What follows belongs to an exercise in optimizing a design on an open flow for small area, a short achievable clock period and few clock cycles per item; a production flow would make more cautious choices. Only simulation tests tie the RTL to the original design; equivalence was not proved.

==> flow/design.v (excerpt) <==
module SHA256(
  input clk,
  input [2:0] P,
  input [255:0] passwd_hash,
  input [71:0] start,
  output [71:0] hash,
  output done
);
Settings: LEC_CHECK=0, CAP_MARGIN=20, CORE_MARGIN=2, CORE_UTILIZATION=40, SLEW_MARGIN=20, SYNTH_HIERARCHICAL=1, SYNTH_MEMORY_MAX_BITS=8192; clock period 15.0 ns.
standard.sh (not shown) runs the stock make flow with config.mk's settings and CLKGATE_MAP_FILE= SYNTH_SCRIPT=/design/flow/synth_recipe.tcl, a recipe that flattens the netlist after the stock synthesis.
==> flow/flow/run.sh <==
#!/bin/bash
# Standard ORFS layout, with repair_timing aiming for more setup slack than the clock needs,
# and clock tree synthesis without dummy loads.
set -euo pipefail
bash standard.sh SETUP_SLACK_MARGIN=10.6 "CTS_ARGS=-sink_clustering_enable -repair_clock_nets -dont_use_dummy_load" finish > standard.log 2>&1
Testbench counts at the start, summed over its fixed seeds: cycles 200,798, items 3,217.
Change:
==> flow/flow/run.sh (replaced) <==
#!/bin/bash
# Standard ORFS layout, with repair_timing aiming for more setup slack than the clock needs,
# and clock tree synthesis without dummy loads.
set -euo pipefail
bash standard.sh SETUP_SLACK_MARGIN=10.3 "CTS_ARGS=-sink_clustering_enable -repair_clock_nets -dont_use_dummy_load" finish > standard.log 2>&1
Settings changed: CORE_UTILIZATION 40 to 65.
The new run ran to the end with no violations; clock-buffer cell count went down by 5; final cell count went down by about 11%; non-clock buffer count went down by 43; design area went down by 3.8%; worst setup slack got worse by 210 ps; die area went down by about 40%; global-route usage went up by 14 points; clock skew went up by 9.2 ps; sequential share of layout area went up by 1.3 points; first-iteration DRC count went up by 40%.
Change:
Settings changed: CORE_UTILIZATION 65 to 40.
Effect: The new run ran to the end with no violations; worst setup slack improved by 120 ps; via count is lower by a few percent; clock skew drops by 6.9 ps; non-clock buffer count shrinks by 11.
Change:
==> flow/flow/run.sh (replaced) <==
#!/bin/bash
# Standard ORFS layout, with repair_timing aiming for more setup slack than the clock needs,
# and clock tree synthesis without dummy loads.
set -euo pipefail
bash standard.sh SETUP_SLACK_MARGIN=11 "CTS_ARGS=-sink_clustering_enable -repair_clock_nets -dont_use_dummy_load" finish > standard.log 2>&1
The new run finished with timing, DRC and antenna clean.
Non-clock buffer count is higher by 118.
Setup slack gains 36 ps.
Sequential cell count is unchanged.
Cell area is higher by 4.3%.
Routed wire length is higher by 2.4%.
Clock-buffer cell count is lower by 1.
Clock skew is higher by 16 ps.

========
== job 9055 ==
Starting RTL as in the previous note.
## SHA256
module SHA256(
  input clk,
  input [2:0] P,
  input [255:0] passwd_hash,
  input [71:0] start,
  output [71:0] hash,
  output done
);
export LEC_CHECK = 0
export CAP_MARGIN = 20
export CORE_MARGIN = 2
export CORE_UTILIZATION = 60
export SLEW_MARGIN = 20
export SYNTH_HIERARCHICAL = 1
export SYNTH_MEMORY_MAX_BITS = 8192
create_clock -name core_clock -period 15.0 [get_ports {clk}]
==> flow/flow/run.sh <==
#!/bin/bash
# Standard ORFS layout, with repair_timing aiming for more setup slack than the clock needs,
# and clock tree synthesis without dummy loads.
set -euo pipefail
bash standard.sh SETUP_SLACK_MARGIN=10.3 "CTS_ARGS=-sink_clustering_enable -repair_clock_nets -dont_use_dummy_load" finish > standard.log 2>&1
Job 9055 was carried through to the last stage, and its layout satisfied the timing, DRC and antenna checks.
Testbench counts of job 9055, summed over its fixed seeds: cycles 200,798, items 3,217.
Inputs modified between job 9055 and job 8561:
- swapping 60 for 40 in CORE_UTILIZATION
==> flow/flow/run.sh <==
#!/bin/bash
# Standard ORFS layout, with repair_timing aiming for more setup slack than the clock needs,
# and clock tree synthesis without dummy loads.
set -euo pipefail
bash standard.sh SETUP_SLACK_MARGIN=10.1 "CTS_ARGS=-sink_clustering_enable -repair_clock_nets -dont_use_dummy_load" finish > standard.log 2>&1
==> comparison <==
Per the comparison of job 8561 with job 9055, final cell count rose 492; amount of wire on met2 after detailed routing rose about 4.3%.
In job 8561 relative to job 9055, wire length of the first global-routing pass had gone up slightly.
Post-layout instance area of job 9055 is on par with job 8561.
Higher fraction of area in multi-input gates among job 9055 and job 8561: job 9055
Job 9055 has higher met1 track demand over resource than job 8561.
Taking job 9055 as the reference, in job 8561 aggregate routed wire length rose by 2.2%, vias per cell fell by 11%.
diff inputs: job 8561 => job 4385
- changing CORE_UTILIZATION from 40 to 50
==> flow/flow/run.sh <==
#!/bin/bash
# Standard ORFS layout, with repair_timing aiming for more setup slack than the clock needs,
# and clock tree synthesis without dummy loads.
set -euo pipefail
bash standard.sh SETUP_SLACK_MARGIN=10.3 "CTS_ARGS=-sink_clustering_enable -repair_clock_nets -dont_use_dummy_load" finish > standard.log 2>&1
==> comparison <==
Of the two values seen for critical path class, primary input to flip-flop was produced by job 8561 and flip-flop to flip-flop by job 4385. Taking job 8561 as the reference point, the routed wire length of job 4385 falls by 2.2%. Lower sequential cell area was reported by job 8561, not job 4385. Setup slack: job 4385 more than job 8561. Cmp job 4385 and job 8561 / number of tap cells added at floorplan / higher: job 8561.

## port drivers added, routing unchanged
Ports are ideal in the flow. The routed layouts listed here were re-timed in OpenROAD. Step 1, drivers: a clkbuf_16 drives clk and a buf_2 each remaining input, both assumed. Step 2, shift: input delay + t, output delay - t, t = (earliest + latest rising clock arrival at the registers) / 2. This alone moves slack from input paths to output paths. Slacks: ideal / step 1 / step 2; pairs: ideal / step 1.
| run | shift t [ns] | setup WS [ns] | worst setup path after step 2 | clock arrival spread, ns | cell pins on the clock port's net |
|---|---|---|---|---|---|
| the first run of note 1 | 0.703 | 10.365 / 10.365 / 9.838 | input to register | 0.067 / 0.068 | 1 |
| the second run of note 1 | 0.683 | 10.156 / 10.186 / 9.502 | input to register | 0.078 / 0.079 | 1 |
| the third run of note 1 | 0.702 | 10.273 / 10.285 / 9.592 | input to register | 0.068 / 0.068 | 1 |
| the fourth run of note 1 | 0.710 | 10.309 / 10.309 / 9.901 | input to register | 0.088 / 0.088 | 1 |
| job 9055 | 0.678 | 10.270 / 10.279 / 9.637 | input to register | 0.105 / 0.105 | 1 |
| job 8561 | 0.700 | 10.110 / 10.091 / 9.452 | input to register | 0.100 / 0.100 | 1 |
| job 4385 | 0.704 | 10.316 / 10.297 / 9.690 | input to register | 0.084 / 0.083 | 1 |
After both steps setup and hold are still met in every run listed. For the third run of note 1, which loses most, drivers alone change the setup slack by +0.012 ns; drivers and shift together by -0.681 ns.
